Source: an optimization exercise on an open RTL-to-GDS flow (aim: small area and a short achievable clock period). Production flows keep margins and buffers that such runs may drop.
No functional check of the RTL was part of any run shown here.

==> flow/design.v, too long to show whole: its modules and the start of the top module <==
// module mu_square: 220 lines
// module add_sk: 46 lines
// module add_c3: 18 lines
// module interp_core: 642 lines
// module interp_chan: 46 lines
// module QPSK_Symbol_Timing_Sync_Top: 138 lines
module QPSK_Symbol_Timing_Sync_Top #(
    parameter DATA_WIDTH   = 16,
    parameter MU_WIDTH     = 10,
    parameter MU_FRAC      = 9,
    parameter COEFF_WIDTH  = 16,
    parameter ACC_WIDTH    = 32
)(
    input  wire                         clk,
    input  wire                         rst,
    input  wire signed [DATA_WIDTH-1:0] I_in,
    input  wire signed [DATA_WIDTH-1:0] Q_in,
    output wire signed [DATA_WIDTH-1:0] I_out,
    output wire signed [DATA_WIDTH-1:0] Q_out,
    output reg                          valid_out
);
  // ...
==> flow/flow/run.sh <==
#!/bin/bash
# Standard synthesis, then the standard layout with plain buffers on the
# ports and timing repair aimed at a shorter period than the clock (the
# constraints themselves are unchanged).
set -euo pipefail
bash standard.sh synth > synth.log 2>&1
export BUFFER_PORTS_ARGS="-buffer_cell sky130_fd_sc_hd__buf_2"
bash standard.sh SETUP_SLACK_MARGIN=9.8 finish > layout.log 2>&1
==> flow/standard.sh <==
#!/bin/bash
# synth_recipe.tcl (not shown) runs the flow's synth.tcl, then flattens the netlist and writes it again
# the make line also repeats each setting of config.mk as NAME=value (left out here)
make -C /OpenROAD-flow-scripts/flow DESIGN_CONFIG=/design/flow/config.mk WORK_HOME=/design/flow/orfs CLKGATE_MAP_FILE= SYNTH_SCRIPT=/design/flow/synth_recipe.tcl "${@:-finish}"
==> flow/config.mk <==
export PLATFORM = sky130hd
export DESIGN_NAME = QPSK_Symbol_Timing_Sync_Top
export DESIGN_NICKNAME = QPSK_Symbol_Timing_Sync_Top
export VERILOG_FILES = /design/flow/design.v
export SDC_FILE = /design/flow/constraint.sdc
export NUM_CORES = 4
export LEC_CHECK = 0
export ABC_AREA = 1
export CAP_MARGIN = 20
export CORE_MARGIN = 2
export CORE_UTILIZATION = 40
export SLEW_MARGIN = 20
==> flow/constraint.sdc <==
create_clock -name core_clock -period 14.0 [get_ports {clk}]
set_input_delay 2.8000 -clock core_clock [delete_from_list [all_inputs] [get_ports {clk}]]
set_output_delay 2.8000 -clock core_clock [all_outputs]
set_load 0.01 [all_outputs]
==> insert_results.sql, run 1 <==
INSERT INTO impl_metrics (metric_group, metric, value, unit) VALUES
('critical_path', 'crit_slowest_cell', 'fa_1', ''),
('sta', 'slew_viol_final', '0', ''),
('clock_network', 'ctsRootBufferMaster', 'clkbuf_16', ''),
('final_layout', 'largest_register_ff_count', '29', ''),
('final_layout', 'flops_and_latches', '333', ''),
('global_routing', 'groute.layer.met2.usage', '35.8', '%'),
('final_layout', 'layout-drive-gt1-share', '12.3', '%'),
('placed_design', 'dp_hpwl', '65.1', 'mm'),
('final_layout', 'most_common_library_cell_in_the_layout_ignoring_fill_and_taps', 'inv_1', ''),
('placed_design', 'gp_congestion', '0.933', ''),
('synth', 'synth_simple_gate_area_share', '12.4', '%'),
('synth', 'yosys.area_share.adder', '29.2', '%'),
('critical_path', 'kind_of_start_point_of_the_critical_path', 'register', ''),
('critical_path', 'crit_path_max_fanout', '27', ''),
('synth', 'synth-compound-area-share', '11.7', '%'),
('clock_network', 'clock_sink_count', '333', ''),
('global_routing', 'grt_antenna_before_repair', '5', ''),
('final_layout', 'area_share_clock_buf_inv', '3.75', '%'),
('outcome', 'run_status', 'complete, no violations', ''),
('sta', 'setup-violations-final', '0', ''),
('critical_path', 'worstReg2RegEnd', 'u_chi.c[1]', ''),
('route', 'drt-vias-per-instance', '5.11', ''),
('route', 'post-route-drc-count', '0', ''),
('final_layout', 'multi_input_comb_area', '21600', 'µm²'),
('critical_path', 'critical_path.cell_chain', 'buf_12 > clkinv_8 > xor2_1 > fa_1 > inv_1 > fa_1 > inv_1 > fa_1 > fa_1 > inv_1 > fa_1 > o211ai_1 > a21oi_1 > a211oi_2 > nand2_4 > nand2_4 > nand2_2 > nand2_1 > nand2_1', ''),
('global_routing', 'busiest_layer', 'met2', ''),
('final_layout', 'non_clock_buffer_area_share', '3.86', '%'),
('placed_design', 'detailedPlace.worstSlack', '8760', 'ps'),
('sta', 'timing.setup.tns', '0', 'ps');
==> run 2: changes to the inputs <==
--- a/flow/config.mk
+++ b/flow/config.mk
@@ -11,2 +11,3 @@
 export CORE_UTILIZATION = 40
 export SLEW_MARGIN = 20
+export TNS_END_PERCENT = 20
==> run 2 against run 1 <==
Final cell count decreased by 0.20%. Count of clock-buffer cells in the layout down 7. Flip-flop and latch count stayed put. Still clean. Worst setup slack got worse by 85 ps. Die area unchanged. Fmax fell by 1.8%. Critical endpoint is now u_chi.c[2]. Largest cell class unchanged. Critical path type unchanged. Register-to-register slack got worse by 90 ps.
==> insert_results.sql, run 2 <==
INSERT INTO impl_metrics (metric_group, metric, value, unit) VALUES
('synth', 'number_of_warning_messages_in_the_yosys_log', '2', ''),
('clock_network', 'clk_path_buf_depth', '3', ''),
('clock_network', 'holdBufCountCts', '0', ''),
('placed_design', 'buffer_ports.inserted', '66', ''),
('synth', 'combinational_family_with_the_most_area_after_synthesis', 'adder cells', ''),
('synth', 'synth.top_cells.by_area', 'fa_1 19%, dfxtp_1 15%, xor2_1 11%', ''),
('sta', 'finalCritPeriodShare', '33.2', '%'),
('worst_hold_path', 'min-delay-path-class', 'reg -> reg', ''),
('sta', 'timing.clock.skew', '22.8', 'ps'),
('die', 'number_of_standard_cell_rows_in_the_floorplan', '103', ''),
('sta', 'setup-violations-final', '0', ''),
('global_routing', 'groute.usage.overall', '21.9', '%'),
('final_layout', 'largest_register', 'integ', ''),
('synth', 'synth_edf_count', '0', ''),
('route', 'vias', '25908', ''),
('clock_network', 'ctsRootBufferMaster', 'clkbuf_16', ''),
('placed_design', 'place_inst', '4879', ''),
('sta', 'relSlewSlack', '34.5', '%'),
('clock_network', 'reg_clk_slew_reported_paths', '70', 'ps'),
('synth', 'yosys.area_share.adder', '29.2', '%'),
('placed_design', 'gp_congestion', '0.889', ''),
('critical_path', 'critPathTopFamily', 'adder cells', ''),
('final_layout', 'total_nets_final', '4535', ''),
('route', 'totalWireLength', '89.4', 'mm'),
('critical_path', 'end_kind', 'register', ''),
('synth', 'ys_seq_elements', '333', ''),
('sta', 'slew_viol_final', '0', ''),
('clock_network', 'tritoncts_clock_tree', 'yes', ''),
('synth', 'synth.top_cells.by_count', '736 x inv_1, 566 x nand2_1, 407 x xor2_1', ''),
('synth', 'synth.yosys.seq_area_share', '22.6', '%'),
('synth', 'syn_avg_cell_area', '8.22', 'µm²'),
('final_layout', 'largest_register_ff_count', '29', ''),
('synth', 'synth.top_cell.area_share', '18.7', '%'),
('final_layout', 'layout-drive-gt1-share', '10.8', '%'),
('outcome', 'run_status', 'complete, no violations', ''),
('synth', 'synth.most_common_cell', 'inv_1', ''),
('synth', 'mappedNetlistArea', '31700', 'µm²'),
('synth', 'synth_xor_area_share', '12.8', '%'),
('critical_path', 'worst_path_largest_cell_delay', '550', 'ps'),
('die', 'io_pins', '67', ''),
('global_routing', 'grt_antenna_before_repair', '5', ''),
('synth', 'asyncSetResetFlopFracSynth', '29.4', '%'),
('flow_run', 'max-cap-violations', '0', ''),
('clock_network', 'clock_insertion_delay_worst_skew', '540', 'ps'),
('global_routing', 'grt_first_pass_wirelength', '142', 'mm'),
('synth', 'ys_types', '53', ''),
('clock_network', 'htree_depth', '2', ''),
('die', 'initial_utilization', '40.2', '%'),
('global_routing', 'grt_max_degree', '64', ''),
('sta', 'timing_hold_violations_final', '0', ''),
('global_routing', 'overflow', '0', ''),
('clock_network', 'tritoncts.num_buffers', '37', ''),
('sta', 'timing.setup.tns', '0', 'ps'),
('route', 'post-route-drc-count', '0', ''),
('placed_design', 'dp_hpwl', '63.2', 'mm'),
('synth', 'post_synth_inst_count', '3856', ''),
('sta', 'layout_min_cycle_time', '4650', 'ps'),
('critical_path', 'crit_path_max_fanout', '6', ''),
('die', 'die_height', '285', 'µm'),
('sta', 'max_slew.worst_pin.slew', '982', 'ps'),
('die', 'die_width', '285', 'µm'),
('synth', 'synth_simple_gate_area_share', '12.4', '%'),
('route', 'route.antenna.remaining_nets', '0', ''),
('route', 'drt-vias-per-instance', '5.16', ''),
('final_layout', 'mostFrequentLayoutCells', '715 x inv_1, 556 x nand2_1, 403 x xor2_1, 299 x o22ai_1, 288 x fa_1', ''),
('critical_path', 'critPathArrivalTime', '5080', 'ps'),
('synth', 'synth_area_leader_cell', 'fa_1', ''),
('final_layout', 'final_cell_count_no_fill', '5021', ''),
('critical_path', 'crit_top_cell', 'fa_1', ''),
('global_routing', 'vias_in_the_first_global_route', '25771', ''),
('final_layout', 'area.growth.synth_to_final', '13.2', '%'),
('critical_path', 'critical_path.cell_chain', 'inv_1 > o22ai_1 > xor2_1 > ha_1 > fa_1 > inv_1 > fa_1 > fa_1 > fa_1 > inv_1 > nand3_1 > o21ai_0 > a31oi_4 > nor2_2 > a2111oi_4 > buf_4 > nand2_4 > nand2_1 > nand2_1', ''),
('route', 'dr.first_iter.drc_count', '1924', ''),
('synth', 'yosys-mux-area-fraction', '0.241', '%'),
('route', 'detailedRoute.firstPassIterationCount', '5', ''),
('synth', 'postSynthNetCount', '4451', ''),
('die', 'core_area', '78700', 'µm²'),
('route', 'drt-wirelength-per-cell', '17.8', 'µm'),
('sta', 'hold-worst-slack', '390', 'ps'),
('synth', 'synth_ff_type', 'dfxtp_1', ''),
('sta', 'fmaxAchievable', '215', 'MHz'),
('final_layout', 'most_common_library_cell_in_the_layout_ignoring_fill_and_taps', 'inv_1', ''),
('die', 'total_die_area', '81500', 'µm²'),
('clock_network', 'clock_sink_count', '333', ''),
('sta', 'grt_setup_unrepaired', 'yes', ''),
('critical_path', 'critPathKind', 'reg -> reg', ''),
('synth', 'synth-compound-area-share', '11.7', '%'),
('critical_path', 'kind_of_start_point_of_the_critical_path', 'register', ''),
('critical_path', 'critical_path_required', '14430', 'ps'),
('critical_path', 'crit_buf_inv', '4', ''),
('critical_path', 'crit_slowest_cell', 'fa_1', '');
[run 2: cell count changes in the layout (fill, tap and decap cells not counted), sizes merged]
cell,change
clkinv,+6
clkbuf,-7
clkinvlp,-6
bufbuf,+2
inv,-1
buf,-5
diode,+1
[run 2: stage by stage]
| step | area [µm²] | utilization, % | setup WS [ps] |
|---|---|---|---|
| final | 35900 | 45.5 | 9350 |
| after global routing | 35900 | 45.5 | 9150 |
| after CTS | 35600 | 45.2 | 9430 |
| after detailed placement | 33100 | 42.0 | 8240 |
| after global placement | 33100 | 42.0 | 8270 |
| after floorplan | 31700 | - | 9010 |
[run 2: final timing paths]
kind | startpoint | endpoint | slack, ps | cells past startpoint
setup / recovery | u_chi.S[16] | u_chi.c[2] | 9350 | 19
setup reg to reg | u_chi.S[16] | u_chi.c[2] | 9350 | 19
min in group asynchronous | rst | integ[27] | 2410 | 2
hold / removal | u_chq.x2[6] | u_chq.x1[6] | 390 | 0
max in group asynchronous | rst | u_chi.x3[8] | 10120 | 3
hold reg to reg | u_chq.x2[6] | u_chq.x1[6] | 390 | 0
[run 2: worst reg2reg max path, delay by kind of cell (launching register included)]
| kind | cells | cell delay (ps) |
|---|---|---|
| fa+ha+maj | 5 | 2210 |
| xor+xnor | 1 | 180 |
| compound gates | 4 | 840 |
| simple gates | 5 | 310 |
| buf+inv | 4 | 530 |
| flops | 1 | 490 |
[run 2: cells by family after synthesis]
logic type      Yosys count
xor+xnor                462
fa+ha+maj               561
buf+inv                 934
compound gates          621
mux                       7
flops                   333
simple gates            938
[run 2: metal layers]
layer | track usage (%) | wire length, µm | up-vias
li1 | - | - | 12420
met1 | 28.5 | 37700 | 12415
met2 | 35.9 | 40900 | 852
met3 | 4.78 | 7030 | 213
met4 | 8.10 | 3660 | 8
met5 | 0 | 46 | -
[run 2: layout make-up]
class / instances / area (µm²)
Tap cell: 1050 / 1310
Inverter: 811 / 3170
Fill cell: 7721 / 42900
Sequential cell: 333 / 7220
Multi-Input combinational cell: 2589 / 21400
Clock inverter: 19 / 230
Timing Repair Buffer: 164 / 1480
Antenna cell: 2 / 5.00
Timing Repair inverter: 4 / 30.0
Clock buffer: 49 / 1050
[run 2: repair_timing]
item,in CTS,in global routing
pin swaps,33,36
buffers inserted,55,7
setup endpoints to repair,23,27
cloned,10,0
gates resized for setup,186,46

==> what the ideal ports hide <==
In the flow no input, the clock included, has a driving cell. The finished layouts below were timed again as built, in two steps. Step 1, drivers: a clkbuf_16 drives clk and a buf_2 each remaining input, both assumed. Step 2 adds t to the input delays and takes it off the output delays; t is the mean of the earliest and latest rising clock arrival at the registers after step 1. Input paths then give back, and output paths get back, about the clock's delay inside the block. Slacks: no drivers / after step 1 / after step 2; pairs: no drivers / after step 1.
run | shift t [ns] | slack for setup (ns) | worst setup path after step 2 | worst slew at a driven data input, ns
run 1 | 0.629 | 9.438 / 9.438 / 9.363 | input to register | 0.11
run 2 | 0.603 | 9.352 / 9.352 / 8.969 | input to register | 0.10
After both steps setup and hold are still met in every run listed. The setup slack of run 2, which loses most, moves by 0.000 ns with the drivers and by -0.383 ns with both steps.
